This is an optimization exercise on Yosys and OpenROAD, whose aim is small area, not a production implementation. Function was checked by simulation only, so behaviour that the tests miss may differ from the original. Power and IR drop assume default switching activity.

## flow/design.v (module list and top-level ports; edited modules follow where they fit)
// module SpeedM: 1595 lines
module SpeedM(
	clk120,
 	rst_n,
 	Hall_a,
 	Hall_b,
 	Hall_c,
 	Speed_Value,
 	sv_h,
 	time_sv
    );
  // ...
==> flow/run.sh <==
#!/bin/bash
# synth_recipe.tcl (not shown) runs the flow's synth.tcl, then flattens the netlist and writes it again
# the make line also repeats each setting of config.mk as NAME=value (left out here)
make -C /OpenROAD-flow-scripts/flow DESIGN_CONFIG=/design/flow/config.mk WORK_HOME=/design/flow/orfs CLKGATE_MAP_FILE= SYNTH_SCRIPT=/design/flow/synth_recipe.tcl finish
==> flow/config.mk <==
export PLATFORM = sky130hd
export DESIGN_NAME = SpeedM
export DESIGN_NICKNAME = SpeedM
export VERILOG_FILES = /design/flow/design.v
export SDC_FILE = /design/flow/constraint.sdc
export NUM_CORES = 4
export LEC_CHECK = 0
export CAP_MARGIN = 20
export CORE_MARGIN = 2
export CORE_UTILIZATION = 40
export SLEW_MARGIN = 20
==> flow/constraint.sdc <==
create_clock -name core_clock -period 8.0 [get_ports {clk120}]
set_input_delay 1.6000 -clock core_clock [delete_from_list [all_inputs] [get_ports {clk120}]]
set_output_delay 1.6000 -clock core_clock [all_outputs]
set_load 0.01 [all_outputs]
==> impl_summary.log, run 1 <==
[metrics] half-perimeter wire length after detailed placement: between 200 and 250 mm
[metrics] Post-Synth Simple-Gate Area: around 22%
[metrics] total global routing track utilization: ~32%
[metrics] R2R Path End: sv_h[31]
[metrics] xor and xnor area share after synthesis: between 10% and 20%
[metrics] sequential share of the synthesized area: around half
[metrics] last element of the critical path: sv_h[31]
[metrics] first-pass GRT wire length: around 450 mm
[metrics] hold_buf cts: 0
[metrics] cell taking the most area after synthesis: sky130_fd_sc_hd__dfrtp_1
[metrics] result of the run: no timing/DRC/antenna violations
[metrics] Adder-Cell Fraction of Synth Area: 1.19%
[metrics] Chip Height: 440 µm
[metrics] Comb pwr share: 4.4%
[metrics] post-route insts no fill: approximately 11000
[metrics] fraction of power consumed by sequential logic: 45.9%
[metrics] hold violation count in the final report: 0
[metrics] slew of the pin with the lowest slew margin: 1160 ps
[metrics] Final Skew: 55.7 ps
[metrics] clock network fraction of total power: roughly half
[metrics] worst slew margin relative to its limit: ~22%
[metrics] arrival time reported for the critical path endpoint: 4560 ps
[metrics] largest driver fanout on the critical path: between 40 and 50
[metrics] achievable frequency: ~260 MHz
[metrics] switching power summed over all nets: slightly above 4000 µW
[metrics] total routed wirelength: between 300 and 400 mm
[metrics] setup slack, reg-to-reg: around 4000 ps
[metrics] register area: 0.0373 mm²
[metrics] CTS HTree Levels: 4
[metrics] core region area: approximately 0.19 mm²
[metrics] commonest non-fill, non-tap cell in the layout: sky130_fd_sc_hd__dfrtp_1
[metrics] global placer's final weighted congestion: just over 1
[metrics] WP buf/inv: 1
[metrics] maximum capacitance violations: 0
[metrics] Period Utilization, post-route: just under 50%
[metrics] Syn Area/Cell: roughly 9.5 µm²
[metrics] maximum number of pins on one net before global-route repair: 169
[metrics] Non-CTS buffers: 225
[metrics] Global Route met3 Usage: under 10%
[metrics] Area Overhead vs Synth: 13.3%
[metrics] flip-flop count of the largest register, all copies and words added: 1152
==> run 2: changes to the inputs <==
==> flow/design.v (replaced) <==
`timescale 1ns / 1ps
module SpeedM(
	clk120,
	rst_n,
	Hall_a,
	Hall_b,
	Hall_c,
	Speed_Value,
	sv_h,
	time_sv
    );
input clk120,rst_n;
input Hall_a,Hall_b,Hall_c;
output [30:0] Speed_Value;
output [31:0] sv_h;
output reg [30:0] time_sv;
wire hallwave = (Hall_a ^ Hall_b) ^ Hall_c;
reg hallwave1, hallwave2, hallwave3, hallwave4;
always @(posedge clk120 or negedge rst_n)
  if (!rst_n) begin
    hallwave1 <= 1'b0;
    hallwave2 <= 1'b0;
    hallwave3 <= 1'b0;
    hallwave4 <= 1'b0;
  end else begin
    hallwave1 <= hallwave;
    hallwave2 <= hallwave1;
    hallwave3 <= hallwave2;
    hallwave4 <= hallwave3;
  end
wire hallwave_pn = hallwave4 ^ hallwave3;
localparam SV_IDLE_PN = 2'd0, WT_POS_PN = 2'd1, WT_POS2_PN = 2'd2, SpeedZero_PN = 2'd3;
reg [17:0] SVCnt_PN;
reg [17:0] SVMema0, SVMema1;
reg        SV_EN_FLAG_PN;
reg [1:0]  SVstate_PN;
wire pn_timeout = (SVCnt_PN > 18'd240000);
always @(posedge clk120 or negedge rst_n)
  if (!rst_n) begin
    SVCnt_PN <= 18'd0;
    SVMema0 <= 18'd0;
    SVMema1 <= 18'd0;
    SV_EN_FLAG_PN <= 1'b0;
    SVstate_PN <= SV_IDLE_PN;
  end else begin
    case (SVstate_PN)
      SV_IDLE_PN, WT_POS_PN: begin
        if (hallwave_pn) begin
          SVstate_PN <= (SVstate_PN == SV_IDLE_PN) ? WT_POS_PN : WT_POS2_PN;
          SVCnt_PN <= 18'd0;
        end else if (pn_timeout) begin
          SVstate_PN <= (SVstate_PN == SV_IDLE_PN) ? WT_POS_PN : SpeedZero_PN;
          SVCnt_PN <= 18'd0;
        end else
          SVCnt_PN <= SVCnt_PN + 1'b1;
      end
      WT_POS2_PN: begin
        if (hallwave_pn) begin
          SV_EN_FLAG_PN <= 1'b1;
          SVMema0 <= SVCnt_PN;
          SVMema1 <= SVMema0;
          SVCnt_PN <= 18'd0;
        end else if (pn_timeout) begin
          SVCnt_PN <= 18'd0;
          SVstate_PN <= SpeedZero_PN;
        end else
          SVCnt_PN <= SVCnt_PN + 1'b1;
      end
      default: begin
        SV_EN_FLAG_PN <= 1'b0;
        SVstate_PN <= SV_IDLE_PN;
      end
    endcase
  end
reg        Filter_State;
reg [18:0] SpeedV;
always @(posedge clk120 or negedge rst_n)
  if (!rst_n) begin
    Filter_State <= 1'b0;
    SpeedV <= 19'd0;
  end else if (Filter_State) begin
    SpeedV <= {1'b0, SVMema0} + {1'b0, SVMema1};
    Filter_State <= 1'b0;
  end else if (SV_EN_FLAG_PN)
    Filter_State <= 1'b1;
  else
    SpeedV <= 19'd0;
assign Speed_Value = {12'd0, SpeedV};
localparam SV_IDLE_H = 2'd0, WT_NEG_H = 2'd1, WT_POS_H = 2'd2, WT_POS2_H = 2'd3;
reg [1:0]  SVstate_H;
reg [18:0] SVCnt_H;
reg [5:0]  cnt_count;    
reg        lapped;       
reg        first;        
reg        rep;          
reg        clr;          
reg [35:0] ref_flag;     
reg [30:0] sv_h_cnt;     
reg [23:0] sv_hr;
wire h_timeout = (SVCnt_H > 19'd400008);
wire last_pos  = (cnt_count == 6'd35);
always @(posedge clk120 or negedge rst_n)
  if (!rst_n) begin
    SVstate_H <= SV_IDLE_H;
    SVCnt_H <= 19'd0;
    cnt_count <= 6'd0;
    lapped <= 1'b0;
    first <= 1'b0;
    rep <= 1'b0;
    clr <= 1'b0;
  end else begin
    first <= 1'b0;
    rep <= 1'b0;
    clr <= (SVstate_H != WT_POS2_H);
    case (SVstate_H)
      SV_IDLE_H: begin
        cnt_count <= 6'd0;
        lapped <= 1'b0;
        SVCnt_H <= 19'd0;
        SVstate_H <= WT_NEG_H;
      end
      WT_NEG_H: begin
        if (hallwave_pn || h_timeout) begin
          SVstate_H <= WT_POS_H;
          SVCnt_H <= 19'd0;
        end else
          SVCnt_H <= SVCnt_H + 1'b1;
      end
      WT_POS_H: begin
        if (hallwave_pn) begin
          SVstate_H <= WT_POS2_H;
          SVCnt_H <= 19'd0;
          first <= 1'b1;
        end else if (h_timeout) begin
          SVstate_H <= SV_IDLE_H;
          SVCnt_H <= 19'd0;
        end else
          SVCnt_H <= SVCnt_H + 1'b1;
      end
      default: begin
        if (hallwave_pn) begin
          SVCnt_H <= 19'd0;
          cnt_count <= last_pos ? 6'd0 : cnt_count + 1'b1;
          if (last_pos) lapped <= 1'b1;
          if (last_pos || lapped) rep <= 1'b1;
          else first <= 1'b1;
        end else if (h_timeout) begin
          SVCnt_H <= 19'd0;
          SVstate_H <= SV_IDLE_H;
        end else
          SVCnt_H <= SVCnt_H + 1'b1;
      end
    endcase
  end
reg [23:0] wstart [0:35];
wire [23:0] now_next = sv_h_cnt[23:0] + 1'b1;
integer i;
always @(posedge clk120)
  for (i = 0; i < 36; i = i + 1)
    if (ref_flag[i] || (first && cnt_count == i))
      wstart[i] <= now_next;
wire [23:0] win_count = sv_h_cnt[23:0] - wstart[cnt_count];
always @(posedge clk120 or negedge rst_n)
  if (!rst_n) begin
    sv_hr <= 24'd0;
    ref_flag <= 36'b0;
    sv_h_cnt <= 31'd0;
    time_sv <= 31'd0;
  end else begin
    if (rep) begin
      ref_flag[cnt_count] <= 1'b1;
      sv_hr <= win_count;
      time_sv <= sv_h_cnt;
    end else begin
      ref_flag <= 36'b0;
      if (clr) sv_hr <= 24'd0;
    end
    sv_h_cnt <= sv_h_cnt + 1'b1;
  end
assign sv_h = {8'd0, sv_hr};
endmodule
==> impl_summary.log, run 2 <==
[metrics] Syn Area/Cell: 15.1 µm² (+60%)
[metrics] commonest non-fill, non-tap cells in the layout: 864 x sky130_fd_sc_hd__edfxtp_1, 380 x sky130_fd_sc_hd__a22oi_1, 233 x sky130_fd_sc_hd__dfrtp_1
[metrics] Final Skew: 55.1 ps (-0.551 ps)
[metrics] cell types with the largest area share after synthesis: sky130_fd_sc_hd__edfxtp_1 60%, sky130_fd_sc_hd__dfrtp_1 13%, sky130_fd_sc_hd__a22oi_1 6.6%
[metrics] number of flops mapped to enable cells by yosys: around 860
[metrics] initial antenna violation count: 2
[metrics] clock sinks: about 1100
[metrics] Async SR Flop Fraction: between 20% and 30%
[metrics] Setup TNS Final: 0 ps
[metrics] total power after layout: ~15000 µW
[metrics] clock tree from TritonCTS: built
[metrics] setup slack, reg-to-reg: 1620 ps (-2500 ps)
[metrics] number of DRC violations after detailed routing: 0
[metrics] Top Registers: wstart (864), ref_flag (36)
[metrics] TritonCTS buffer count: roughly 110
[metrics] leakage power summed over all cells: roughly 0.019 µW
[metrics] worst slew margin relative to its limit: 21.9% (-0.52 points)
[metrics] start point of the worst hold path: hallwave1
[metrics] core region area: 0.108 mm² (-43%)
[metrics] total count of max-transition violations in the final report: 0
[metrics] vias post-DR: roughly 28000
[metrics] Period Utilization, post-route: 79.7% (+31 points)
[metrics] maximum number of pins on one net before global-route repair: 126 (-25%)
[metrics] slew of the pin with the lowest slew margin: 1170 ps (+7.82 ps)
[metrics] Final Net Count: around 3100
[metrics] total global routing track utilization: 24.8% (-7.6 points)
[metrics] number of diodes added for antenna fixing: 0
[metrics] cell taking the most area after synthesis: sky130_fd_sc_hd__edfxtp_1
[metrics] later-pin clock latency in the skew report: around 700 ps
[metrics] startpoint of the lowest-slack register-to-register path: cnt_count[0]
[metrics] main flop type after synthesis: sky130_fd_sc_hd__edfxtp_1
[metrics] buffer depth of the longest clock path: 3
[metrics] half-perimeter wire length after detailed placement: 82.3 mm (-65%)
[metrics] clock edge transition at the registers on the reported setup and hold paths: ~70 ps
[metrics] R2R Path End: sv_hr[23]
[metrics] cell count after placement: between 4000 and 5000
[metrics] classification of the worst setup path: reg2reg
[metrics] Cell variety after synth: a little under 90
[metrics] Min-Delay Path Class: reg2reg
[metrics] hold violation count in the final report: 0 (unchanged)
[metrics] Die W: approximately 330 µm
[metrics] buffers inserted during post-CTS setup optimization: 0
[metrics] number of synthesis warnings: 2
[metrics] Initial DRT Pass Iterations: 6
[metrics] post-route insts no fill: 4553 (-58%)
[metrics] hold_buf cts: 0 (unchanged)
[metrics] fraction of layout instances using a drive strength above 1: between 10% and 20%
[metrics] maximum capacitance violations: 0 (unchanged)
[metrics] leftover overflow at the end of global routing: 0
[metrics] io pins: ~100
[metrics] post-detailed-route count of antenna-violating nets: 0
[metrics] Final Critical Period: approximately 6400 ps
[metrics] area enclosed by the die boundary: 0.111 mm²
[metrics] clock root buffer: sky130_fd_sc_hd__clkbuf_16
[metrics] post-cts sizing count: 0
[metrics] flip-flop count of the largest register, all copies and words added: 864 (-25%)
[metrics] power density normalized to cell area: between 200 and 300 mW/mm²
[metrics] share of the core filled with cells in the final layout: approximately 47%
[metrics] number of cells traversed by the worst register-to-register path: 20
[metrics] register with the highest flop count: wstart
[metrics] result of the run: no timing/DRC/antenna violations
[metrics] cell row count: 120
[metrics] most common cell in the synthesized netlist: sky130_fd_sc_hd__edfxtp_1
[metrics] Area Overhead vs Synth: 15.3%
[metrics] largest driver fanout on the critical path: 19 (-54%)
[metrics] total routed wirelength: 140 mm (-56%)
[metrics] Worst VDD drop: 0.195 mV
[metrics] synth cell count leaders: 864 x sky130_fd_sc_hd__edfxtp_1, 380 x sky130_fd_sc_hd__a22oi_1, 234 x sky130_fd_sc_hd__dfrtp_1
[metrics] sequential share of the synthesized area: 73.1% (+24 points)
[metrics] achievable frequency: 157 MHz (-39%)
[metrics] number of design-rule violations left by the first detailed-router iteration: slightly above 4000
[metrics] launching element type of the critical path: register
[metrics] final setup violation count: 0
[metrics] Chip Height: 334 µm (-24%)
[metrics] unrepaired setup endpoints after global routing: false
[metrics] Worst Setup End Kind: register
[metrics] arrival time reported for the critical path endpoint: 6950 ps (+2390 ps)
[metrics] filler instances: 9097
[metrics] wire per inst: 30.8 µm
[metrics] summed instance area of the synthesized netlist: ~0.043 mm²
[metrics] end of the worst hold path: hallwave2
[metrics] CTS HTree Levels: 3 (-1)
[metrics] number of I/O port buffers: between 70 and 80
[metrics] Cells on Worst Hold Path: 0
[metrics] vias in the first global route: 27011
[metrics] routed via count divided by cell count: 6.17
[metrics] Post-Syn Instances: about 2900
[metrics] area share of the largest cell type after synthesis: between 50% and 60%
[metrics] number of flip-flops and latches in the synthesized netlist: between 1000 and 1500
[metrics] global placer's final weighted congestion: 0.889 (-13%)
[metrics] commonest non-fill, non-tap cell in the layout: sky130_fd_sc_hd__edfxtp_1
[metrics] critical path required time: between 8000 and 9000 ps
[metrics] starting density of the core: ~40%
[metrics] first-pass GRT wire length: 198 mm (-56%)
==> run 2: cell count changes after synthesis, sizes merged, moves of 391 or more <==
cell	before	now
nand3	542	39
nor2	1296	169
xor2	596	34
dfrtp	1487	234
edfxtp	0	864
nand2	591	200
==> run 2: kinds of logic after synthesis <==
family | Yosys count | share of synthesized area (%)
flip-flops | 1098 | 73.1
other | 1 | 0.00862
buffers and inverters | 190 | 2.26
adder cells (fa/ha/maj) | 62 | 1.82
multiplexers | 70 | 1.80
XOR/XNOR | 84 | 1.69
AO/OA/AOI/OAI | 714 | 11.7
AND/OR/NAND/NOR | 657 | 7.56
==> run 2: where the power goes <==
part	leakage, µW	internal [µW]	switching [µW]
Clock	0.00173	2870	2200
Combinational	0.00560	1120	2180
Sequential	0.0113	6310	153
==> run 2: area by class of cell <==
type                       count  area (µm²)  share of cell area (%)
multi-input combinational   1607       11100                    22.1
inverter                      39         146                   0.292
tap                         1403        1760                    3.50
timing repair buffer         207        1820                    3.63
clock buffer                 131        2810                    5.60
clock inverter                68         731                    1.46
sequential                  1098       31800                    63.4
==> run 2: metal layers <==
layer,wire length (µm),vias to the layer above,part of all wire (%),track usage (%)
met5,0,-,0,0
met2,64900,1842,46,39.5
met1,53800,14378,38,33.4
met4,5350,0,3.8,9.05
li1,-,11576,-,-
met3,16100,301,11,5.58
==> run 2: how the worst max path moves through the flow <==
stage	cells past startpoint	end	from	slack, ps
final	20	sv_hr[23]	cnt_count[0]	1620
after global routing	20	sv_hr[23]	cnt_count[0]	1330
after CTS	20	sv_hr[23]	cnt_count[0]	1760
after detailed placement	20	sv_hr[23]	cnt_count[0]	1770
after global placement	18	sv_hr[23]	cnt_count[1]	1790
after floorplan	23	sv_hr[22]	cnt_count[0]	3360
==> run 2: worst max-delay path, stage by stage (launching register included) <==
cell and delay (ps):
sky130_fd_sc_hd__dfrtp_1 470, sky130_fd_sc_hd__inv_1 170, sky130_fd_sc_hd__ha_1 580, sky130_fd_sc_hd__or3b_1 540, sky130_fd_sc_hd__nor2_2 740, sky130_fd_sc_hd__buf_4 330, sky130_fd_sc_hd__buf_4 350, sky130_fd_sc_hd__a22oi_1 150
sky130_fd_sc_hd__nand2_1 90, sky130_fd_sc_hd__nor4_1 60, sky130_fd_sc_hd__o2111ai_1 320, sky130_fd_sc_hd__mux2i_1 190, sky130_fd_sc_hd__ha_1 410, sky130_fd_sc_hd__nand4_1 180, sky130_fd_sc_hd__or3_1 340, sky130_fd_sc_hd__a211o_1 270
sky130_fd_sc_hd__a31oi_1 350, sky130_fd_sc_hd__o21ai_0 230, sky130_fd_sc_hd__o21ai_0 250, sky130_fd_sc_hd__xnor2_1 150, sky130_fd_sc_hd__o21ai_1 70
==> run 2: through the flow <==
step / instance area, µm² / hold WS (ps) / setup WS [ps]
3_3_place_gp: 46500 / 335 / 1790
4_1_cts: 50100 / 351 / 1760
6_report: 50100 / 348 / 1620
3_5_place_dp: 46500 / 337 / 1770
2_1_floorplan: 43600 / 331 / 3360
5_1_grt: 50100 / 367 / 1330
==> module SpeedM, before the edit <==
module SpeedM(
	clk120,
	rst_n,
	Hall_a,
	Hall_b,
	Hall_c,
	Speed_Value,
	sv_h,
	time_sv
    );
input clk120,rst_n;
input Hall_a,Hall_b,Hall_c;
output [30:0] Speed_Value;
output [31:0] sv_h;
output reg [30:0] time_sv;
wire hallwave = (Hall_a ^ Hall_b) ^ Hall_c;
reg hallwave1, hallwave2, hallwave3, hallwave4;
always @(posedge clk120 or negedge rst_n)
  if (!rst_n) begin
    hallwave1 <= 1'b0;
    hallwave2 <= 1'b0;
    hallwave3 <= 1'b0;
    hallwave4 <= 1'b0;
  end else begin
    hallwave1 <= hallwave;
    hallwave2 <= hallwave1;
    hallwave3 <= hallwave2;
    hallwave4 <= hallwave3;
  end
wire hallwave_pn = hallwave4 ^ hallwave3;
localparam SV_IDLE_PN = 2'd0, WT_POS_PN = 2'd1, WT_POS2_PN = 2'd2, SpeedZero_PN = 2'd3;
reg [17:0] SVCnt_PN;
reg [17:0] SVMema0, SVMema1;
reg        SV_EN_FLAG_PN;
reg [1:0]  SVstate_PN;
wire pn_timeout = (SVCnt_PN > 18'd240000);
always @(posedge clk120 or negedge rst_n)
  if (!rst_n) begin
    SVCnt_PN <= 18'd0;
    SVMema0 <= 18'd0;
    SVMema1 <= 18'd0;
    SV_EN_FLAG_PN <= 1'b0;
    SVstate_PN <= SV_IDLE_PN;
  end else begin
    case (SVstate_PN)
      SV_IDLE_PN, WT_POS_PN: begin
        if (hallwave_pn) begin
          SVstate_PN <= (SVstate_PN == SV_IDLE_PN) ? WT_POS_PN : WT_POS2_PN;
          SVCnt_PN <= 18'd0;
        end else if (pn_timeout) begin
          SVstate_PN <= (SVstate_PN == SV_IDLE_PN) ? WT_POS_PN : SpeedZero_PN;
          SVCnt_PN <= 18'd0;
        end else
          SVCnt_PN <= SVCnt_PN + 1'b1;
      end
      WT_POS2_PN: begin
        if (hallwave_pn) begin
          SV_EN_FLAG_PN <= 1'b1;
          SVMema0 <= SVCnt_PN;
          SVMema1 <= SVMema0;
          SVCnt_PN <= 18'd0;
        end else if (pn_timeout) begin
          SVCnt_PN <= 18'd0;
          SVstate_PN <= SpeedZero_PN;
        end else
          SVCnt_PN <= SVCnt_PN + 1'b1;
      end
      default: begin
        SV_EN_FLAG_PN <= 1'b0;
        SVstate_PN <= SV_IDLE_PN;
      end
    endcase
  end
reg        Filter_State;
reg [18:0] SpeedV;
always @(posedge clk120 or negedge rst_n)
  if (!rst_n) begin
    Filter_State <= 1'b0;
    SpeedV <= 19'd0;
  end else if (Filter_State) begin
    SpeedV <= {1'b0, SVMema0} + {1'b0, SVMema1};
    Filter_State <= 1'b0;
  end else if (SV_EN_FLAG_PN)
    Filter_State <= 1'b1;
  else
    SpeedV <= 19'd0;
assign Speed_Value = {12'd0, SpeedV};
localparam SV_IDLE_H = 2'd0, WT_NEG_H = 2'd1, WT_POS_H = 2'd2, WT_POS2_H = 2'd3;
reg [1:0]  SVstate_H;
reg [18:0] SVCnt_H;
reg [5:0]  cnt_count;    
reg        lapped;       
reg        first;        
reg        rep;          
reg        clr;          
reg [35:0] ref_flag;     
reg [30:0] sv_h_cnt;     
reg [23:0] sv_hr;
wire h_timeout = (SVCnt_H > 19'd400008);
wire last_pos  = (cnt_count == 6'd35);
always @(posedge clk120 or negedge rst_n)
  if (!rst_n) begin
    SVstate_H <= SV_IDLE_H;
    SVCnt_H <= 19'd0;
    cnt_count <= 6'd0;
    lapped <= 1'b0;
    first <= 1'b0;
    rep <= 1'b0;
    clr <= 1'b0;
  end else begin
    first <= 1'b0;
    rep <= 1'b0;
    clr <= (SVstate_H != WT_POS2_H);
    case (SVstate_H)
      SV_IDLE_H: begin
        cnt_count <= 6'd0;
        lapped <= 1'b0;
        SVCnt_H <= 19'd0;
        SVstate_H <= WT_NEG_H;
      end
      WT_NEG_H: begin
        if (hallwave_pn || h_timeout) begin
          SVstate_H <= WT_POS_H;
          SVCnt_H <= 19'd0;
        end else
          SVCnt_H <= SVCnt_H + 1'b1;
      end
      WT_POS_H: begin
        if (hallwave_pn) begin
          SVstate_H <= WT_POS2_H;
          SVCnt_H <= 19'd0;
          first <= 1'b1;
        end else if (h_timeout) begin
          SVstate_H <= SV_IDLE_H;
          SVCnt_H <= 19'd0;
        end else
          SVCnt_H <= SVCnt_H + 1'b1;
      end
      default: begin
        if (hallwave_pn) begin
          SVCnt_H <= 19'd0;
          cnt_count <= last_pos ? 6'd0 : cnt_count + 1'b1;
          if (last_pos) lapped <= 1'b1;
          if (last_pos || lapped) rep <= 1'b1;
          else first <= 1'b1;
        end else if (h_timeout) begin
          SVCnt_H <= 19'd0;
          SVstate_H <= SV_IDLE_H;
        end else
          SVCnt_H <= SVCnt_H + 1'b1;
      end
    endcase
  end
reg [23:0] wstart [0:35];
wire [23:0] now_next = sv_h_cnt[23:0] + 1'b1;
integer i;
always @(posedge clk120)
  for (i = 0; i < 36; i = i + 1)
    if (ref_flag[i] || (first && cnt_count == i))
      wstart[i] <= now_next;
wire [23:0] win_count = sv_h_cnt[23:0] - wstart[cnt_count];
always @(posedge clk120 or negedge rst_n)
  if (!rst_n) begin
    sv_hr <= 24'd0;
    ref_flag <= 36'b0;
    sv_h_cnt <= 31'd0;
    time_sv <= 31'd0;
  end else begin
    if (rep) begin
      ref_flag[cnt_count] <= 1'b1;
      sv_hr <= win_count;
      time_sv <= sv_h_cnt;
    end else begin
      ref_flag <= 36'b0;
      if (clr) sv_hr <= 24'd0;
    end
    sv_h_cnt <= sv_h_cnt + 1'b1;
  end
assign sv_h = {8'd0, sv_hr};
endmodule
==> run 3: changes to the inputs <==
==> flow/design.v (replaced) <==
`timescale 1ns / 1ps
module SpeedM(
	clk120,
	rst_n,
	Hall_a,
	Hall_b,
	Hall_c,
	Speed_Value,
	sv_h,
	time_sv
    );
input clk120,rst_n;
input Hall_a,Hall_b,Hall_c;
output [30:0] Speed_Value;
output [31:0] sv_h;
output reg [30:0] time_sv;
wire hallwave = (Hall_a ^ Hall_b) ^ Hall_c;
reg hallwave1, hallwave2, hallwave3, hallwave4;
always @(posedge clk120 or negedge rst_n)
  if (!rst_n) begin
    hallwave1 <= 1'b0;
    hallwave2 <= 1'b0;
    hallwave3 <= 1'b0;
    hallwave4 <= 1'b0;
  end else begin
    hallwave1 <= hallwave;
    hallwave2 <= hallwave1;
    hallwave3 <= hallwave2;
    hallwave4 <= hallwave3;
  end
wire hallwave_pn = hallwave4 ^ hallwave3;
localparam SV_IDLE_PN = 2'd0, WT_POS_PN = 2'd1, WT_POS2_PN = 2'd2, SpeedZero_PN = 2'd3;
reg [17:0] SVCnt_PN;
reg [17:0] SVMema0, SVMema1;
reg        SV_EN_FLAG_PN;
reg [1:0]  SVstate_PN;
wire pn_timeout = (SVCnt_PN > 18'd240000);
always @(posedge clk120 or negedge rst_n)
  if (!rst_n) begin
    SVCnt_PN <= 18'd0;
    SVMema0 <= 18'd0;
    SV_EN_FLAG_PN <= 1'b0;
    SVstate_PN <= SV_IDLE_PN;
  end else begin
    case (SVstate_PN)
      SV_IDLE_PN, WT_POS_PN: begin
        if (hallwave_pn) begin
          SVstate_PN <= (SVstate_PN == SV_IDLE_PN) ? WT_POS_PN : WT_POS2_PN;
          SVCnt_PN <= 18'd0;
        end else if (pn_timeout) begin
          SVstate_PN <= (SVstate_PN == SV_IDLE_PN) ? WT_POS_PN : SpeedZero_PN;
          SVCnt_PN <= 18'd0;
        end else
          SVCnt_PN <= SVCnt_PN + 1'b1;
      end
      WT_POS2_PN: begin
        if (hallwave_pn) begin
          SV_EN_FLAG_PN <= 1'b1;
          SVMema0 <= SVCnt_PN;
          SVCnt_PN <= 18'd0;
        end else if (pn_timeout) begin
          SVCnt_PN <= 18'd0;
          SVstate_PN <= SpeedZero_PN;
        end else
          SVCnt_PN <= SVCnt_PN + 1'b1;
      end
      default: begin
        SV_EN_FLAG_PN <= 1'b0;
        SVstate_PN <= SV_IDLE_PN;
      end
    endcase
  end
always @(posedge clk120)
  if (SVstate_PN == WT_POS2_PN && hallwave_pn)
    SVMema1 <= SVMema0;
reg        Filter_State;
reg [18:0] SpeedV;
always @(posedge clk120 or negedge rst_n)
  if (!rst_n) begin
    Filter_State <= 1'b0;
    SpeedV <= 19'd0;
  end else if (Filter_State) begin
    SpeedV <= {1'b0, SVMema0} + {1'b0, SVMema1};
    Filter_State <= 1'b0;
  end else if (SV_EN_FLAG_PN)
    Filter_State <= 1'b1;
  else
    SpeedV <= 19'd0;
assign Speed_Value = {12'd0, SpeedV};
localparam SV_IDLE_H = 2'd0, WT_NEG_H = 2'd1, WT_POS_H = 2'd2, WT_POS2_H = 2'd3;
reg [1:0]  SVstate_H;
reg [5:0]  cnt_count;    
reg        lapped;       
reg        first;        
reg        rep;          
reg        clr;          
reg [5:0]  runlen;       
reg [30:0] sv_h_cnt;     
reg [23:0] sv_hr;
reg [18:0] since;
wire last_pos  = (cnt_count == 6'd35);
wire run_on   = (runlen != 6'd0);    
wire run_full = (runlen == 6'd36);   
wire h_timeout = (SVstate_H != WT_POS2_H) ? (since > 19'd400009) :
                 !(first || rep || run_on) && (lapped ? (since > 19'd400007) : (since > 19'd400008));
always @(posedge clk120 or negedge rst_n)
  if (!rst_n) begin
    SVstate_H <= SV_IDLE_H;
    rep <= 1'b0;
  end else begin
    rep <= 1'b0;
    case (SVstate_H)
      SV_IDLE_H: SVstate_H <= WT_NEG_H;
      WT_NEG_H:  if (hallwave_pn || h_timeout) SVstate_H <= WT_POS_H;
      WT_POS_H: begin
        if (hallwave_pn) SVstate_H <= WT_POS2_H;
        else if (h_timeout) SVstate_H <= SV_IDLE_H;
      end
      default: begin
        if (hallwave_pn) begin
          if (last_pos || lapped) rep <= 1'b1;
        end else if (h_timeout)
          SVstate_H <= SV_IDLE_H;
      end
    endcase
  end
always @(posedge clk120) begin
  first <= 1'b0;
  clr <= (SVstate_H != WT_POS2_H);
  case (SVstate_H)
    SV_IDLE_H: begin
      cnt_count <= 6'd0;
      lapped <= 1'b0;
    end
    WT_POS_H:
      if (hallwave_pn) first <= 1'b1;
    WT_POS2_H:
      if (hallwave_pn) begin
        cnt_count <= last_pos ? 6'd0 : cnt_count + 1'b1;
        if (last_pos) lapped <= 1'b1;
        if (!(last_pos || lapped)) first <= 1'b1;
      end
    default: ;
  endcase
end
always @(posedge clk120)
  if (rep) begin
    if (!run_full) runlen <= runlen + 1'b1;
  end else
    runlen <= 6'd0;
localparam [18:0] MEMBER = 19'h7ffff;
reg [18:0] ring [0:35];
reg [23:0] wcnt;         
wire adv = (SVstate_H == WT_POS2_H) && hallwave_pn;    
wire        ring_we = first | rep;
wire [18:0] ring_wd = first ? since : (run_on ? MEMBER : since + 1'b1);
integer i;
always @(posedge clk120) begin
  if (adv) begin
    for (i = 0; i < 34; i = i + 1)
      ring[i] <= ring[i + 1];
    ring[34] <= ring_we ? ring_wd : ring[35];
    ring[35] <= ring[0];
  end else if (ring_we)
    ring[35] <= ring_wd;
end
reg [35:1] zt;
reg [5:0]  zc;
always @* begin
  zt[35] = 1'b0;
  zt[1] = &ring[1][18:16];
  for (i = 2; i < 35; i = i + 1)
    zt[i] = zt[i - 1] & (&ring[i][18:16]);
  zc = 6'd0;
  for (i = 1; i < 35; i = i + 1)
    if (zt[i] && !zt[i + 1])
      zc = zc | i;
end
wire        rd_member = &ring[0][18:16];
wire [23:0] rd_diff   = rd_member ? 24'd0 : {5'd0, ring[0]} + {18'd0, zc};
always @(posedge clk120) begin
  if (first && cnt_count == 6'd0)
    wcnt <= 24'd0;
  else if ((rep && runlen >= 6'd35) || run_full)
    wcnt <= 24'd0;
  else if (rep)
    wcnt <= wcnt + 1'b1 - rd_diff;
  else
    wcnt <= wcnt + 1'b1;
  if (SVstate_H != WT_POS2_H) begin
    if (SVstate_H == SV_IDLE_H || hallwave_pn || h_timeout)
      since <= 19'd1;
    else
      since <= since + 1'b1;
  end else if (first || (run_on && !rep))
    since <= 19'd1;
  else
    since <= since + 1'b1;
end
always @(posedge clk120 or negedge rst_n)
  if (!rst_n) begin
    sv_hr <= 24'd0;
    sv_h_cnt <= 31'd0;
    time_sv <= 31'd0;
  end else begin
    if (rep) begin
      sv_hr <= wcnt;
      time_sv <= sv_h_cnt;
    end else if (clr)
      sv_hr <= 24'd0;
    sv_h_cnt <= sv_h_cnt + 1'b1;
  end
assign sv_h = {8'd0, sv_hr};
endmodule
==> impl_summary.log, run 3 <==
[metrics] unrepaired setup endpoints after global routing: false
[metrics] io pins: 99 (unchanged)
[metrics] post-route insts no fill: 3451 (-24%)
[metrics] Syn Area/Cell: 16.1 µm² (+6.5%)
[metrics] worst slew margin relative to its limit: 36.6% (+15 points)
[metrics] number of DRC violations after detailed routing: 0 (unchanged)
[metrics] Setup TNS Final: 0 ps (unchanged)
[metrics] classification of the worst setup path: reg2reg
[metrics] post-cts sizing count: 0 (unchanged)
[metrics] core region area: 0.0837 mm² (-22%)
[metrics] synth cell count leaders: 690 x sky130_fd_sc_hd__edfxtp_1, 152 x sky130_fd_sc_hd__dfrtp_1, 141 x sky130_fd_sc_hd__nor2_1
[metrics] Worst VDD drop: 0.198 mV (+1.8%)
[metrics] Period Utilization, post-route: 82.1% (+2.4 points)
[metrics] number of synthesis warnings: 2 (unchanged)
[metrics] Top Registers: ring (684), sv_h_cnt (31), time_sv (31)
[metrics] summed instance area of the synthesized netlist: 0.0338 mm² (-22%)
[metrics] total count of max-transition violations in the final report: 0 (unchanged)
[metrics] CTS HTree Levels: 3 (unchanged)
[metrics] Chip Height: 295 µm (-12%)
[metrics] final setup violation count: 0 (unchanged)
[metrics] flip-flop count of the largest register, all copies and words added: 684 (-21%)
[metrics] largest driver fanout on the critical path: 7 (-12)
[metrics] Critical Path Slowest Stage Cell: sky130_fd_sc_hd__nor4_4
[metrics] total global routing track utilization: 12.8% (-12 points)
[metrics] maximum capacitance violations: 0 (unchanged)
[metrics] vias post-DR: 17034 (-39%)
[metrics] Async SR Flop Fraction: 16.7% (-4.6 points)
[metrics] main flop type after synthesis: sky130_fd_sc_hd__edfxtp_1
[metrics] starting density of the core: 40.4% (-0.072 points)
[metrics] launching element type of the critical path: register
[metrics] buffer depth of the longest clock path: 3 (unchanged)
[metrics] total routed wirelength: 56.0 mm (-60%)
[metrics] cell count after placement: 3274 (-25%)
[metrics] clock tree from TritonCTS: built
[metrics] number of flops mapped to enable cells by yosys: 690 (-20%)
[metrics] slew of the pin with the lowest slew margin: 944 ps (-227 ps)
[metrics] Worst Setup End Kind: register
[metrics] number of design-rule violations left by the first detailed-router iteration: 1499 (-63%)
[metrics] buffers inserted during post-CTS setup optimization: 0 (unchanged)
[metrics] routed via count divided by cell count: 4.94 (-20%)
[metrics] cell row count: 106 (-12%)
[metrics] start point of the worst hold path: hallwave1
[metrics] Min-Delay Path Class: reg2reg
[metrics] critical path required time: 8530 ps (-40 ps)
[metrics] initial antenna violation count: 2 (unchanged)
[metrics] Cell variety after synth: 74 (-17%)
[metrics] hold_buf cts: 0 (unchanged)
[metrics] filler instances: 7082 (-22%)
[metrics] leakage power summed over all cells: 0.0141 µW (-25%)
[metrics] post-detailed-route count of antenna-violating nets: 0 (unchanged)
[metrics] Area Overhead vs Synth: 15.7%
[metrics] vias in the first global route: 16594 (-39%)
[metrics] global placer's final weighted congestion: 0.797 (-10%)
[metrics] half-perimeter wire length after detailed placement: 33.5 mm (-59%)
[metrics] later-pin clock latency in the skew report: 660 ps (-40 ps)
[metrics] wire per inst: 16.2 µm (-47%)
[metrics] delay contributed by the slowest stage of the critical path: 480 ps (-260 ps)
[metrics] Setup WS pre-CTS: 1480 ps (-291 ps)
[metrics] number of flip-flops and latches in the synthesized netlist: 912 (-17%)
[metrics] maximum number of pins on one net before global-route repair: 187 (+48%)
[metrics] register with the highest flop count: ring
[metrics] commonest non-fill, non-tap cells in the layout: 690 x sky130_fd_sc_hd__edfxtp_1, 151 x sky130_fd_sc_hd__dfrtp_1, 141 x sky130_fd_sc_hd__nor2_1
[metrics] area enclosed by the die boundary: 0.0868 mm² (-22%)
[metrics] Final Critical Period: 6570 ps (+194 ps)
[metrics] Final Skew: 29.7 ps (-25.4 ps)
[metrics] most common cell in the synthesized netlist: sky130_fd_sc_hd__edfxtp_1
[metrics] critical path startpoint: ring[1][18]
[metrics] commonest non-fill, non-tap cell in the layout: sky130_fd_sc_hd__edfxtp_1
[metrics] power density normalized to cell area: 340 mW/mm² (+15%)
[metrics] final setup margin: 1430 ps (-194 ps)
[metrics] number of I/O port buffers: 78 (unchanged)
[metrics] hold violation count in the final report: 0 (unchanged)
[metrics] area share of the largest cell type after synthesis: 61.3% (+1.7 points)
[metrics] first-pass GRT wire length: 89.7 mm (-55%)
[metrics] register area: 0.0259 mm² (-18%)
[metrics] startpoint of the lowest-slack register-to-register path: ring[1][18]
[metrics] arrival time reported for the critical path endpoint: 7100 ps (+150 ps)
[metrics] cell types with the largest area share after synthesis: sky130_fd_sc_hd__edfxtp_1 61%, sky130_fd_sc_hd__dfrtp_1 11%, sky130_fd_sc_hd__dfxtp_1 4.1%
[metrics] cell taking the most area after synthesis: sky130_fd_sc_hd__edfxtp_1
[metrics] sequential share of the synthesized area: 76.7% (+3.6 points)
[metrics] Initial DRT Pass Iterations: 7 (+1)
[metrics] multi-input logic area: 0.00747 mm² (-33%)
[metrics] result of the run: no timing/DRC/antenna violations
[metrics] clock sinks: 912 (-17%)
[metrics] clock root buffer: sky130_fd_sc_hd__clkbuf_16
[metrics] achievable frequency: 152 MHz (-3.0%)
[metrics] TritonCTS buffer count: 93 (-12%)
[metrics] Final Net Count: 2308 (-26%)
[metrics] Die W: 295 µm (-12%)
[metrics] clock edge transition at the registers on the reported setup and hold paths: 60 ps (about the same)
[metrics] total power after layout: 13300 µW (-10%)
[metrics] Post-Syn Instances: 2098 (-27%)
[metrics] fraction of layout instances using a drive strength above 1: 10.8% (-3.0 points)
[metrics] leftover overflow at the end of global routing: 0 (unchanged)
## run 3: cell families (layout without fill, tap and decap cells)
group                      Yosys count  after routing  synth area share [%]
DFF                                912            912                  76.7
and+or+nand+nor                    526            526                  7.78
buffers and inverters              107            306                  1.44
AOI/OAI and AO/OA                  289            289                  5.94
other                                2             22                0.0222
muxes                               69             69                  2.29
adders and majority gates           67             67                  2.55
xor gates and xnor gates           126            126                  3.27
## run 3: critical path: cells and delay by family (launching register included)
family	cells	cell delay, ps
XOR/XNOR	1	160
adder cells (fa/ha/maj)	3	970
AO/OA/AOI/OAI	8	1810
buffers and inverters	1	50
AND/OR/NAND/NOR	11	2760
multiplexers	1	370
flip-flops	1	340
## run 3: path summary, 6_finish.rpt
check,endpoint,slack [ps],depth (start not counted)
max,wcnt[21],1430,25
min,hallwave2,350,0
max reg2reg,wcnt[21],1430,25
min reg2reg,hallwave2,350,0
max in group asynchronous,rep,5790,2
min in group asynchronous,sv_h_cnt[22],970,1
## run 3: where the power goes
| part | leakage, µW | switching (µW) | internal [µW] |
|---|---|---|---|
| registers | 0.00892 | 397 | 6160 |
| logic | 0.00359 | 1420 | 896 |
| clock network | 0.00154 | 1810 | 2590 |
## run 3: layout make-up
class,instances,share of cell area [%]
clock inverter,61,1.87
timing repair buffer,93,2.41
inverter,38,0.374
clock buffer,114,6.26
antenna,1,0.00640
tap,1134,3.63
sequential,912,66.3
multi-input combinational,1098,19.1
## run 3: per-layer routing
metal / GRT usage (%) / up-vias / routed length (µm)
met5: 0 / - / 0
met4: 3.99 / 0 / 1230
met3: 2.61 / 97 / 2210
met2: 18.7 / 308 / 24600
met1: 19.1 / 8499 / 28000
li1: - / 8130 / -
## run 3: metrics by stage
step                      cell area (µm²)  utilization (%)  hold WS, ps
final                               39100             46.7          351
after global routing                39100             46.7          357
after CTS                           39100             46.7          354
after detailed placement            35900             42.9          339
after global placement              35900             42.9          339
after floorplan                     33900                -          331
==> run 4: changes to the inputs <==
==> flow/flow/run.sh (new file) <==
#!/bin/bash
# Standard ORFS layout (the standard.sh, standard synthesis unchanged) with
# two changes: clock tree synthesis without dummy loads, and port buffers of
# the smallest buffer cell. Each tool's output is in the ORFS logs; make's own
# output goes to make_finish.log here.
set -euo pipefail
cd "$(dirname "$0")/.."
export CTS_ARGS="-sink_clustering_enable -repair_clock_nets -dont_use_dummy_load -sink_clustering_size 30 -sink_clustering_max_diameter 80 -buf_list sky130_fd_sc_hd__clkbuf_16"
export BUFFER_PORTS_ARGS="-buffer_cell sky130_fd_sc_hd__buf_1"
bash standard.sh finish > make_finish.log 2>&1
==> flow/standard.sh (new file) <==
#!/bin/bash
# synth_recipe.tcl (not shown) runs the flow's synth.tcl, then flattens the netlist and writes it again
# the make line also repeats each setting of config.mk as NAME=value (left out here)
make -C /OpenROAD-flow-scripts/flow DESIGN_CONFIG=/design/flow/config.mk WORK_HOME=/design/flow/orfs CLKGATE_MAP_FILE= SYNTH_SCRIPT=/design/flow/synth_recipe.tcl "${@:-finish}"
--- a/flow/config.mk
+++ b/flow/config.mk
@@ -8,4 +8,8 @@
 export CAP_MARGIN = 20
 export CORE_MARGIN = 2
 export CORE_UTILIZATION = 40
+export CTS_BUF_LIST = sky130_fd_sc_hd__clkbuf_16
+export CTS_CLUSTER_DIAMETER = 80
+export CTS_CLUSTER_SIZE = 30
+export GPL_TIMING_DRIVEN = 0
 export SLEW_MARGIN = 20
removed: flow/run.sh
==> impl_summary.log, run 4 <==
[metrics] critical path startpoint: ring[5][18]
[metrics] last element of the critical path: wcnt[21]
[metrics] WP buf/inv: 2 (+1)
[metrics] total power after layout: 11200 µW (-16%)
[metrics] Min-Delay Path Class: reg2reg
[metrics] largest driver fanout on the critical path: 7 (unchanged)
[metrics] arrival time reported for the critical path endpoint: 7490 ps (+390 ps)
[metrics] hold violation count in the final report: 0 (unchanged)
[metrics] launching element type of the critical path: register
[metrics] starting density of the core: 40.4% (unchanged)
[metrics] fraction of layout instances using a drive strength above 1: 8.09% (-2.7 points)
[metrics] Setup TNS Final: 0 ps (unchanged)
[metrics] commonest non-fill, non-tap cell in the layout: sky130_fd_sc_hd__edfxtp_1
[metrics] critical path required time: 8480 ps (-50 ps)
[metrics] total global routing track utilization: 12.8% (+0.056 points)
[metrics] number of cells traversed by the worst register-to-register path: 26 (+4.0%)
[metrics] Final Net Count: 2335 (+1.2%)
[metrics] clock sinks: 912 (unchanged)
[metrics] flip-flop count of the largest register, all copies and words added: 684 (unchanged)
[metrics] half-perimeter wire length after detailed placement: 37.7 mm (+12%)
[metrics] leftover overflow at the end of global routing: 0 (unchanged)
[metrics] Post-Syn Instances: 2098 (unchanged)
[metrics] final setup margin: 990 ps (-439 ps)
[metrics] unrepaired setup endpoints after global routing: false
[metrics] number of stages on the worst setup path: 26 (+4.0%)
[metrics] vias post-DR: 17055 (+0.12%)
[metrics] Chip Height: 295 µm (unchanged)
[metrics] area enclosed by the die boundary: 0.0868 mm² (unchanged)
[metrics] commonest non-fill, non-tap cells in the layout: 690 x sky130_fd_sc_hd__edfxtp_1, 152 x sky130_fd_sc_hd__dfrtp_1, 141 x sky130_fd_sc_hd__nor2_1
[metrics] achievable frequency: 143 MHz (-6.3%)
[metrics] most common cell in the synthesized netlist: sky130_fd_sc_hd__edfxtp_1
[metrics] cell taking the most area after synthesis: sky130_fd_sc_hd__edfxtp_1
[metrics] CTS HTree Levels: 2 (-1)
[metrics] filler instances: 7304 (+3.1%)
[metrics] initial antenna violation count: 4 (+2)
[metrics] gate family responsible for the most delay along the worst path: simple AND/OR/NAND/NOR gates
[metrics] hold_buf cts: 0 (unchanged)
[metrics] global placer's final weighted congestion: 0.813 (+1.9%)
[metrics] power density normalized to cell area: 300 mW/mm² (-12%)
[metrics] vias in the first global route: 16486 (-0.65%)
[metrics] io pins: 99 (unchanged)
[metrics] area share of the largest cell type after synthesis: 61.3% (unchanged)
[metrics] Die W: 295 µm (unchanged)
[metrics] worst slew margin relative to its limit: 28.5% (-8.0 points)
[metrics] leakage power summed over all cells: 0.0132 µW (-6.3%)
[metrics] number of I/O port buffers: 78 (unchanged)
[metrics] Period Utilization, post-route: 87.6% (+5.5 points)
[metrics] delay contributed by the slowest stage of the critical path: 510 ps (+30 ps)
[metrics] post-cts sizing count: 0 (unchanged)
[metrics] number of design-rule violations left by the first detailed-router iteration: 1166 (-22%)
[metrics] final setup violation count: 0 (unchanged)
[metrics] classification of the worst setup path: reg2reg
[metrics] later-pin clock latency in the skew report: 620 ps (-40 ps)
[metrics] first-pass GRT wire length: 89.7 mm (about the same)
[metrics] cell types with the largest area share after synthesis: sky130_fd_sc_hd__edfxtp_1 61%, sky130_fd_sc_hd__dfrtp_1 11%, sky130_fd_sc_hd__dfxtp_1 4.1%
[metrics] post-detailed-route count of antenna-violating nets: 0 (unchanged)
[metrics] result of the run: no timing/DRC/antenna violations
[metrics] Final Critical Period: 7010 ps (+439 ps)
[metrics] core region area: 0.0837 mm² (unchanged)
[metrics] total count of max-transition violations in the final report: 0 (unchanged)
[metrics] synth cell count leaders: 690 x sky130_fd_sc_hd__edfxtp_1, 152 x sky130_fd_sc_hd__dfrtp_1, 141 x sky130_fd_sc_hd__nor2_1
[metrics] clock tree from TritonCTS: built
[metrics] sequential share of the synthesized area: 76.7% (unchanged)
[metrics] summed instance area of the synthesized netlist: 0.0338 mm² (unchanged)
[metrics] slew of the pin with the lowest slew margin: 1060 ps (+119 ps)
[metrics] number of flops mapped to enable cells by yosys: 690 (unchanged)
[metrics] Final Skew: 70.3 ps (+40.6 ps)
[metrics] Top Registers: ring (684), sv_h_cnt (31), time_sv (31)
[metrics] number of synthesis warnings: 2 (unchanged)
[metrics] register with the highest flop count: ring
[metrics] startpoint of the lowest-slack register-to-register path: ring[5][18]
[metrics] clock edge transition at the registers on the reported setup and hold paths: 100 ps (+40 ps)
[metrics] maximum number of pins on one net before global-route repair: 40 (-79%)
[metrics] buffer depth of the longest clock path: 3 (unchanged)
[metrics] share of the core filled with cells in the final layout: 44.4% (-2.3 points)
[metrics] routed via count divided by cell count: 5.01 (+1.6%)
[metrics] Initial DRT Pass Iterations: 5 (-2)
[metrics] cell row count: 106 (unchanged)
[metrics] Async SR Flop Fraction: 16.7% (unchanged)
[metrics] Setup WS pre-CTS: 960 ps (-523 ps)
[metrics] TritonCTS buffer count: 41 (-56%)
[metrics] maximum capacitance violations: 0 (unchanged)
[metrics] wire per inst: 16.6 µm (+2.4%)
[metrics] buffers inserted during post-CTS setup optimization: 0 (unchanged)
[metrics] Syn Area/Cell: 16.1 µm² (unchanged)
[metrics] clock root buffer: sky130_fd_sc_hd__clkbuf_16
[metrics] R2R Path End: wcnt[21]
[metrics] Cell variety after synth: 74 (unchanged)
[metrics] number of DRC violations after detailed routing: 0 (unchanged)
[metrics] main flop type after synthesis: sky130_fd_sc_hd__edfxtp_1
[metrics] number of flip-flops and latches in the synthesized netlist: 912 (unchanged)
[metrics] Critical Path Slowest Stage Cell: sky130_fd_sc_hd__nor4_2
[metrics] Worst Setup End Kind: register
[metrics] Area Overhead vs Synth: 10.0%
[metrics] Worst VDD drop: 0.200 mV (+0.88%)
[metrics] setup slack, reg-to-reg: 990 ps (-440 ps)
[metrics] total routed wirelength: 56.5 mm (+0.90%)
-- run 4: area by class of cell --
type / instances / area, µm² / area share [%]
multi-input combinational: 1098 / 7460 / 20.1
antenna: 6 / 15.0 / 0.0404
tap: 1134 / 1420 / 3.82
sequential: 912 / 25900 / 69.7
timing repair buffer: 103 / 817 / 2.20
inverter: 38 / 146 / 0.394
clock buffer: 41 / 1030 / 2.76
buffer: 69 / 363 / 0.976
-- run 4: worst min-delay path by stage --
stage	cells past startpoint	startpoint	slack, ps	endpoint
6_report	0	hallwave2	350	hallwave3
5_1_grt	0	hallwave1	380	hallwave2
4_1_cts	0	hallwave2	360	hallwave3
3_5_place_dp	0	hallwave2	330	hallwave3
3_3_place_gp	0	hallwave2	340	hallwave3
2_1_floorplan	0	hallwave1	330	hallwave2
-- run 4: metrics by stage --
stage | hold WS, ps | instance area [µm²] | std cells
floorplan | 331 | 33900 | 2117
global placement | 343 | 35600 | 3329
detailed placement | 335 | 36100 | 3354
CTS | 359 | 37200 | 3395
global route | 380 | 37200 | 3395
finish | 355 | 37200 | 3401
-- run 4: per-layer routing --
| layer | track usage, % | routed length (µm) | part of all wire (%) | up-vias |
|---|---|---|---|---|
| met1 | 19.1 | 28100 | 50 | 8626 |
| met5 | 0 | 7 | 0.012 | - |
| li1 | - | - | - | 8108 |
| met3 | 2.01 | 2160 | 3.8 | 57 |
| met4 | 3.14 | 985 | 1.7 | 2 |
| met2 | 19.8 | 25300 | 45 | 262 |
-- run 4: where the power goes --
| group | internal [µW] | switching, µW | leakage, µW | total [µW] |
|---|---|---|---|---|
| Clock | 922 | 1320 | 0.000505 | 2240 |
| Sequential | 6140 | 372 | 0.00892 | 6510 |
| Combinational | 915 | 1510 | 0.00374 | 2420 |
-- run 4: logic make-up (layout without fill, tap and decap cells) --
kind of cell	Yosys count	in the layout	share of synthesized area [%]
buf+inv	107	251	1.44
compound gates	289	289	5.94
fa+ha+maj	67	67	2.55
xor+xnor	126	126	3.27
mux	69	69	2.29
simple gates	526	526	7.78
other cells	2	27	0.0222
flops	912	912	76.7
==> run 5: changes to the inputs <==
==> flow/flow/run.sh (replaced) <==
#!/bin/bash
# The standard ORFS layout (standard.sh, with the standard synthesis
# unchanged) with three changes:
#  - after the floorplan, OpenROAD's restructure re-maps the combinational
#    logic for area (registers untouched), with a Liberty file that leaves out
#    the platform's don't-use cells;
#  - clock tree synthesis without dummy loads, larger sink clusters;
#  - port buffers of the smallest buffer cell.
# Each step's output goes to a log file in this folder (and ORFS's own logs).
set -euo pipefail
cd "$(dirname "$0")/.."
export CTS_ARGS="-sink_clustering_enable -repair_clock_nets -dont_use_dummy_load -sink_clustering_size 30 -sink_clustering_max_diameter 80 -buf_list sky130_fd_sc_hd__clkbuf_16"
export BUFFER_PORTS_ARGS="-buffer_cell sky130_fd_sc_hd__buf_1"
bash standard.sh floorplan > make_floorplan.log 2>&1
mkdir -p rsz_work
export RES=$PWD/orfs/results/sky130hd/SpeedM/base
export RSZ_WORK=$PWD/rsz_work
export RSZ_LIB=$PWD/rsz_work/lib_no_dont_use.lib
python3 flow/filter_lib.py "$FLOW_HOME/platforms/sky130hd/config.mk" \
  "$FLOW_HOME/platforms/sky130hd/lib/sky130_fd_sc_hd__tt_025C_1v80.lib" "$RSZ_LIB" > filter_lib.log 2>&1
openroad -no_init -exit flow/restructure.tcl > restructure.log 2>&1
rm -f "$RSZ_LIB"
bash standard.sh finish > make_finish.log 2>&1
==> flow/flow/filter_lib.py (new file) <==
"""Write a copy of a Liberty file without the platform's don't-use cells.

usage: python3 filter_lib.py PLATFORM_CONFIG_MK IN.lib OUT.lib
"""
import fnmatch
import re
import sys

cfg, src, dst = sys.argv[1:4]
text = open(cfg).read()
m = re.search(r'DONT_USE_CELLS \+= \\(.*?)\n\s*\n', text, re.S)
patterns = m.group(1).replace('\\', ' ').split()
lib = open(src).read()
out = []
pos = 0
dropped = 0
for cm in re.finditer(r'\n\s*cell\s*\(\s*"?([\w]+)"?\s*\)\s*\{', lib):
    if cm.start() < pos:
        continue
    name = cm.group(1)
    if not any(fnmatch.fnmatch(name, p) for p in patterns):
        continue
    # find the matching closing brace of this cell group
    depth = 0
    i = cm.end() - 1
    while True:
        c = lib[i]
        if c == '{':
            depth += 1
        elif c == '}':
            depth -= 1
            if depth == 0:
                break
        i += 1
    out.append(lib[pos:cm.start()])
    pos = i + 1
    dropped += 1
out.append(lib[pos:])
open(dst, 'w').write(''.join(out))
print(f"dropped {dropped} don't-use cells")
==> flow/flow/restructure.tcl (new file) <==
# Area recovery on the combinational logic of the floorplanned design:
# OpenROAD's restructure (ABC) re-maps the logic cones between registers;
# registers, ports and the floorplan are left as they are.
set plat $::env(FLOW_HOME)/platforms/sky130hd
set res $::env(RES)
read_liberty $plat/lib/sky130_fd_sc_hd__tt_025C_1v80.lib
read_db $res/2_floorplan.odb
read_sdc $res/2_floorplan.sdc
source $plat/setRC.tcl
report_design_area
restructure -target area -liberty_file $::env(RSZ_LIB) \
  -tielo_port sky130_fd_sc_hd__conb_1/LO -tiehi_port sky130_fd_sc_hd__conb_1/HI \
  -work_dir $::env(RSZ_WORK)
report_design_area
write_db $res/2_floorplan.odb
--- a/flow/config.mk
+++ b/flow/config.mk
@@ -7,7 +7,7 @@
 export LEC_CHECK = 0
 export CAP_MARGIN = 20
 export CORE_MARGIN = 2
-export CORE_UTILIZATION = 40
+export CORE_UTILIZATION = 60
 export CTS_BUF_LIST = sky130_fd_sc_hd__clkbuf_16
 export CTS_CLUSTER_DIAMETER = 80
 export CTS_CLUSTER_SIZE = 30
==> impl_summary.log, run 5 <==
[metrics] global placer's final weighted congestion: 0.803 (-1.2%)
[metrics] Cell variety after synth: 74 (unchanged)
[metrics] clock root buffer: sky130_fd_sc_hd__clkbuf_16
[metrics] later-pin clock latency in the skew report: 600 ps (-20 ps)
[metrics] total routed wirelength: 49.3 mm (-13%)
[metrics] largest driver fanout on the critical path: 5 (-2)
[metrics] final setup violation count: 0 (unchanged)
[metrics] io pins: 99 (unchanged)
[metrics] CTS HTree Levels: 2 (unchanged)
[metrics] number of synthesis warnings: 2 (unchanged)
[metrics] main flop type after synthesis: sky130_fd_sc_hd__edfxtp_1
[metrics] Final Net Count: 2163 (-7.4%)
[metrics] core region area: 0.0554 mm² (-34%)
[metrics] sequential share of the synthesized area: 76.7% (unchanged)
[metrics] fraction of layout instances using a drive strength above 1: 5.71% (-2.4 points)
[metrics] achievable frequency: 136 MHz (-4.4%)
[metrics] Async SR Flop Fraction: 16.7% (unchanged)
[metrics] synth cell count leaders: 690 x sky130_fd_sc_hd__edfxtp_1, 152 x sky130_fd_sc_hd__dfrtp_1, 141 x sky130_fd_sc_hd__nor2_1
[metrics] vias in the first global route: 15105 (-8.4%)
[metrics] setup slack, reg-to-reg: 660 ps (-330 ps)
[metrics] total global routing track utilization: 17.1% (+4.3 points)
[metrics] total count of max-transition violations in the final report: 0 (unchanged)
[metrics] fraction of power consumed by sequential logic: 60.6% (+2.3 points)
[metrics] area share of the largest cell type after synthesis: 61.3% (unchanged)
[metrics] cell count after placement: 2858 (-15%)
[metrics] Syn Area/Cell: 16.1 µm² (unchanged)
[metrics] register with the highest flop count: ring
[metrics] maximum capacitance violations: 0 (unchanged)
[metrics] start point of the worst hold path: hallwave2
[metrics] post-route insts no fill: 2904 (-15%)
[metrics] number of flops mapped to enable cells by yosys: 690 (unchanged)
[metrics] Area Overhead vs Synth: 3.49%
[metrics] TritonCTS buffer count: 39 (-4.9%)
[metrics] Final Critical Period: 7340 ps (+326 ps)
[metrics] switching share of power: 28.3% (-0.27 points)
[metrics] clock edge transition at the registers on the reported setup and hold paths: 110 ps (about the same)
[metrics] hold_buf cts: 0 (unchanged)
[metrics] Initial DRT Pass Iterations: 6 (+1)
[metrics] power density normalized to cell area: 343 mW/mm² (+14%)
[metrics] clock tree from TritonCTS: built
[metrics] number of diodes added for antenna fixing: 0 (-6)
[metrics] Worst VDD drop: 0.214 mV (+7.1%)
[metrics] cell taking the most area after synthesis: sky130_fd_sc_hd__edfxtp_1
[metrics] placed instance area: 0.0338 mm² (-6.5%)
[metrics] Top Registers: ring (684), sv_h_cnt (31), time_sv (31)
[metrics] clock network fraction of total power: 18.1% (-1.9 points)
[metrics] most common cell in the synthesized netlist: sky130_fd_sc_hd__edfxtp_1
[metrics] half-perimeter wire length after detailed placement: 31.5 mm (-16%)
[metrics] worst slew margin relative to its limit: 41.8% (+13 points)
[metrics] total power after layout: 12000 µW (+7.3%)
[metrics] buffer depth of the longest clock path: 3 (unchanged)
[metrics] commonest non-fill, non-tap cells in the layout: 690 x sky130_fd_sc_hd__edfxtp_1, 198 x sky130_fd_sc_hd__clkinv_1, 151 x sky130_fd_sc_hd__dfrtp_1
[metrics] hold violation count in the final report: 0 (unchanged)
[metrics] routed via count divided by cell count: 5.41 (+7.9%)
[metrics] switching power summed over all nets: 3390 µW (+6.3%)
[metrics] Worst Setup End Kind: register
[metrics] leftover overflow at the end of global routing: 0 (unchanged)
[metrics] cell row count: 86 (-19%)
[metrics] post-detailed-route count of antenna-violating nets: 0 (unchanged)
[metrics] Min-Delay Path Class: reg2reg
[metrics] initial antenna violation count: 0 (-4)
[metrics] Die W: 241 µm (-18%)
[metrics] result of the run: no timing/DRC/antenna violations
[metrics] startpoint of the lowest-slack register-to-register path: ring[21][18]
[metrics] area enclosed by the die boundary: 0.0582 mm² (-33%)
[metrics] commonest non-fill, non-tap cell in the layout: sky130_fd_sc_hd__edfxtp_1
[metrics] critical path startpoint: ring[21][18]
[metrics] summed instance area of the synthesized netlist: 0.0338 mm² (unchanged)
[metrics] arrival time reported for the critical path endpoint: 7830 ps (+340 ps)
[metrics] number of I/O port buffers: 78 (unchanged)
[metrics] number of flip-flops and latches in the synthesized netlist: 912 (unchanged)
[metrics] Setup TNS Final: 0 ps (unchanged)
[metrics] Comb pwr share: 21.2% (-0.5 points)
[metrics] Critical Path Slowest Stage Cell: sky130_fd_sc_hd__or4_1
[metrics] clock sinks: 912 (unchanged)
[metrics] internal power contribution: 8590 µW (+7.7%)
[metrics] cell types with the largest area share after synthesis: sky130_fd_sc_hd__edfxtp_1 61%, sky130_fd_sc_hd__dfrtp_1 11%, sky130_fd_sc_hd__dfxtp_1 4.1%
[metrics] maximum number of pins on one net before global-route repair: 54 (+35%)
[metrics] delay contributed by the slowest stage of the critical path: 520 ps (about the same)
[metrics] number of design-rule violations left by the first detailed-router iteration: 1238 (+6.2%)
[metrics] number of DRC violations after detailed routing: 0 (unchanged)
[metrics] first-pass GRT wire length: 79.2 mm (-12%)
[metrics] Post-Syn Instances: 2098 (unchanged)
[metrics] worst hold slack: 361 ps (+6.54 ps)
[metrics] total non-filler cell area in the finished layout: 0.0350 mm² (-5.9%)
[metrics] critical path required time: 8490 ps (about the same)
[metrics] wire per inst: 17.0 µm (+2.2%)
[metrics] Final Skew: 40.2 ps (-30.1 ps)
[metrics] flip-flop count of the largest register, all copies and words added: 684 (unchanged)
[metrics] launching element type of the critical path: register
[metrics] slew of the pin with the lowest slew margin: 869 ps (-194 ps)
[metrics] classification of the worst setup path: reg2reg
[metrics] Chip Height: 241 µm (-18%)
[metrics] Period Utilization, post-route: 91.7% (+4.1 points)
[metrics] leakage power summed over all cells: 0.0118 µW (-10%)
[metrics] starting density of the core: 61.0% (+21 points)
[metrics] vias post-DR: 15720 (-7.8%)
[metrics] Critical Path Most Common Cell: sky130_fd_sc_hd__nor2_1
run 5: cell counts after synthesis:
Identical to the previous run, type by type.
run 5: per-stage QoR:
step | util, % | setup WS [ps]
after floorplan | - | -3390
after global placement | 59.4 | -53110
after detailed placement | 61.0 | -247
after CTS | 62.8 | 50.2
after global routing | 63.1 | -13.2
final | 63.1 | 665
run 5: repair_timing:
action | CTS | global route
resized for setup | 5 | 35
buffers inserted | 1 | 6
pin swaps | 1 | 9
setup endpoints to repair | 3 | 10
run 5: area by class of cell:
class,instances,area [µm²]
Sequential cell,912,25900
Buffer,3,11.3
Inverter,201,756
Timing Repair Buffer,125,1180
Multi-Input combinational cell,876,5180
Clock buffer,39,976
Tap cell,748,936
Fill cell,4027,20400
run 5: kinds of logic (layout without fill, tap and decap cells):
group / count (synthesis) / after routing / share of synthesized area (%)
mux: 69 / 0 / 2.29
compound gates: 289 / 474 / 5.94
other cells: 2 / 41 / 0.0222
simple gates: 526 / 346 / 7.78
xor+xnor: 126 / 15 / 3.27
buf+inv: 107 / 368 / 1.44
fa+ha+maj: 67 / 0 / 2.55
flops: 912 / 912 / 76.7
run 5: power groups by stage:
stage | clock [µW] | sequential, µW | combinational [µW]
after floorplan | 0 | 6790 | 1650
after global placement | 0 | 6780 | 1510
after detailed placement | 0 | 7360 | 2530
after CTS | 2290 | 7280 | 2540
after global routing | 2440 | 7390 | 2840
final | 2170 | 7260 | 2540
run 5: final timing paths:
check                                to  cells past startpoint
setup reg to reg               wcnt[23]                     37
hold / removal                hallwave3                      0
setup / recovery               wcnt[23]                     37
hold reg to reg               hallwave3                      0
max in group asynchronous  SVCnt_PN[16]                      5
min in group asynchronous   sv_h_cnt[2]                      1
run 5: worst max-delay path, delay by kind of cell (launching register included):
family | cells | cell delay (ps)
and+or+nand+nor | 21 | 3930
buffers and inverters | 1 | 90
AOI/OAI and AO/OA | 15 | 2830
DFF | 1 | 370
run 5: layer usage:
metal / part of all wire (%) / track usage [%] / up-vias
li1: - / - / 7693
met1: 49 / 26.4 / 7781
met2: 46 / 26.0 / 192
met3: 3.4 / 2.43 / 54
met4: 2.0 / 4.55 / 0
met5: 0 / 0 / -
==> run 6: changes to the inputs <==
--- a/flow/config.mk
+++ b/flow/config.mk
@@ -7,7 +7,7 @@
 export LEC_CHECK = 0
 export CAP_MARGIN = 20
 export CORE_MARGIN = 2
-export CORE_UTILIZATION = 60
+export CORE_UTILIZATION = 40
 export CTS_BUF_LIST = sky130_fd_sc_hd__clkbuf_16
 export CTS_CLUSTER_DIAMETER = 80
 export CTS_CLUSTER_SIZE = 30
==> impl_summary.log, run 6 <==
[metrics] area enclosed by the die boundary: 0.0868 mm² (+49%)
[metrics] Top Registers: ring (684), sv_h_cnt (31), time_sv (31)
[metrics] most common cell in the synthesized netlist: sky130_fd_sc_hd__edfxtp_1
[metrics] fraction of layout instances using a drive strength above 1: 5.40% (-0.31 points)
[metrics] commonest non-fill, non-tap cell in the layout: sky130_fd_sc_hd__edfxtp_1
[metrics] cell taking the most area after synthesis: sky130_fd_sc_hd__edfxtp_1
[metrics] Chip Height: 295 µm (+22%)
[metrics] Critical Path Most Common Cell: sky130_fd_sc_hd__nand2_1
[metrics] register with the highest flop count: ring
[metrics] Cells on Worst Hold Path: 0 (unchanged)
[metrics] Worst Setup End Kind: register
[metrics] clock edge transition at the registers on the reported setup and hold paths: 110 ps (about the same)
[metrics] global placer's final weighted congestion: 0.787 (-1.9%)
[metrics] leakage power summed over all cells: 0.0118 µW (-0.35%)
[metrics] number of synthesis warnings: 2 (unchanged)
[metrics] number of design-rule violations left by the first detailed-router iteration: 1373 (+11%)
[metrics] achievable frequency: 137 MHz (+0.55%)
[metrics] flip-flop count of the largest register, all copies and words added: 684 (unchanged)
[metrics] Syn Area/Cell: 16.1 µm² (unchanged)
[metrics] Final Critical Period: 7300 ps (-39.9 ps)
[metrics] startpoint of the lowest-slack register-to-register path: ring[22][18]
[metrics] multi-input logic area: 0.00518 mm² (about the same)
[metrics] total count of max-transition violations in the final report: 0 (unchanged)
[metrics] wire per inst: 15.7 µm (-7.6%)
[metrics] arrival time reported for the critical path endpoint: 7800 ps (-30 ps)
[metrics] share of the core filled with cells in the final layout: 42.2% (-21 points)
[metrics] Async SR Flop Fraction: 16.7% (unchanged)
[metrics] later-pin clock latency in the skew report: 580 ps (-20 ps)
[metrics] Critical Path Slowest Stage Cell: sky130_fd_sc_hd__or4_4
[metrics] Area Overhead vs Synth: 4.59%
[metrics] final setup violation count: 0 (unchanged)
[metrics] core region area: 0.0837 mm² (+51%)
[metrics] largest driver fanout on the critical path: 5 (unchanged)
[metrics] clock tree from TritonCTS: built
[metrics] delay contributed by the slowest stage of the critical path: 510 ps (about the same)
[metrics] synth cell count leaders: 690 x sky130_fd_sc_hd__edfxtp_1, 152 x sky130_fd_sc_hd__dfrtp_1, 141 x sky130_fd_sc_hd__nor2_1
[metrics] slew of the pin with the lowest slew margin: 976 ps (+106 ps)
[metrics] Worst VDD drop: 0.189 mV (-12%)
[metrics] leftover overflow at the end of global routing: 0 (unchanged)
[metrics] Initial DRT Pass Iterations: 6 (unchanged)
[metrics] Final Skew: 48.6 ps (+8.38 ps)
[metrics] CTS HTree Levels: 2 (unchanged)
[metrics] post-detailed-route count of antenna-violating nets: 0 (unchanged)
[metrics] Post-Syn Instances: 2098 (unchanged)
[metrics] power density normalized to cell area: 339 mW/mm² (-1.2%)
[metrics] result of the run: no timing/DRC/antenna violations
[metrics] Final Net Count: 2157 (-0.28%)
[metrics] Cell variety after synth: 74 (unchanged)
[metrics] setup slack, reg-to-reg: 700 ps (+40 ps)
[run 6: cell counts after synthesis]
Identical to the previous run, type by type.
[run 6: worst max-delay path by stage]
stage / start / to / cells after the start
2_1_floorplan: SVstate_H[1] / ring[0][0] / 5
3_3_place_gp: hallwave3 / cnt_count[0] / 5
3_5_place_dp: ring[22][18] / wcnt[23] / 44
4_1_cts: ring[22][18] / wcnt[23] / 44
5_1_grt: ring[22][18] / wcnt[23] / 38
6_report: ring[22][18] / wcnt[23] / 40
[run 6: worst register-to-register path, delay by kind of cell (launching register included)]
kind,cells,cell delay [ps]
flip-flops,1,380
AO/OA/AOI/OAI,9,1850
AND/OR/NAND/NOR,28,4720
buffers and inverters,3,280
[run 6: cells by family after synthesis]
group	after synthesis	share of synthesized area (%)
flops	912	76.7
simple gates	526	7.78
compound gates	289	5.94
xor+xnor	126	3.27
buf+inv	107	1.44
mux	69	2.29
fa+ha+maj	67	2.55
other cells	2	0.0222
[run 6: stage by stage]
step                hold slack (ps)   TNS, ps  cells  total power, µW  worst slack [ps]
finish                          365         0   3285            12000               705
global route                    376     -21.3   3284            12600             -21.3
CTS                             368         0   3280            12100              23.5
detailed placement              343     -1510   3241             9870              -570
global placement                338         -   3204             8300            -51860
floorplan                       331  -2256860   2117             8440             -3390
[run 6: layout make-up]
type	count	area share [%]
diodes	1	0.00708
plain buffers	3	0.0319
clock buffers	38	2.69
inverters	201	2.14
multi-input cells	876	14.7
flip-flops and latches	912	73.4
well taps	1134	4.01
repair buffers	120	3.08
[run 6: timing repair]
| item | in CTS | in global routing |
|---|---|---|
| resized for setup | 6 | 34 |
| pin swaps | 1 | 7 |
| endpoints found under the setup margin | 5 | 10 |
| buffers inserted | 1 | 4 |
| gates cloned | 0 | 0 |
[run 6: metal layers]
metal | global-route usage, % | vias up | part of all wire (%)
met4 | 3.30 | 0 | 2.1
met2 | 17.6 | 316 | 44
li1 | - | 7694 | -
met5 | 0 | - | 0
met3 | 2.44 | 75 | 5.3
met1 | 16.8 | 8066 | 48
[run 6: power by group]
part	internal [µW]	switching [µW]	total, µW
combinational	902	1650	2550
clock	860	1290	2150
sequential	6780	488	7270
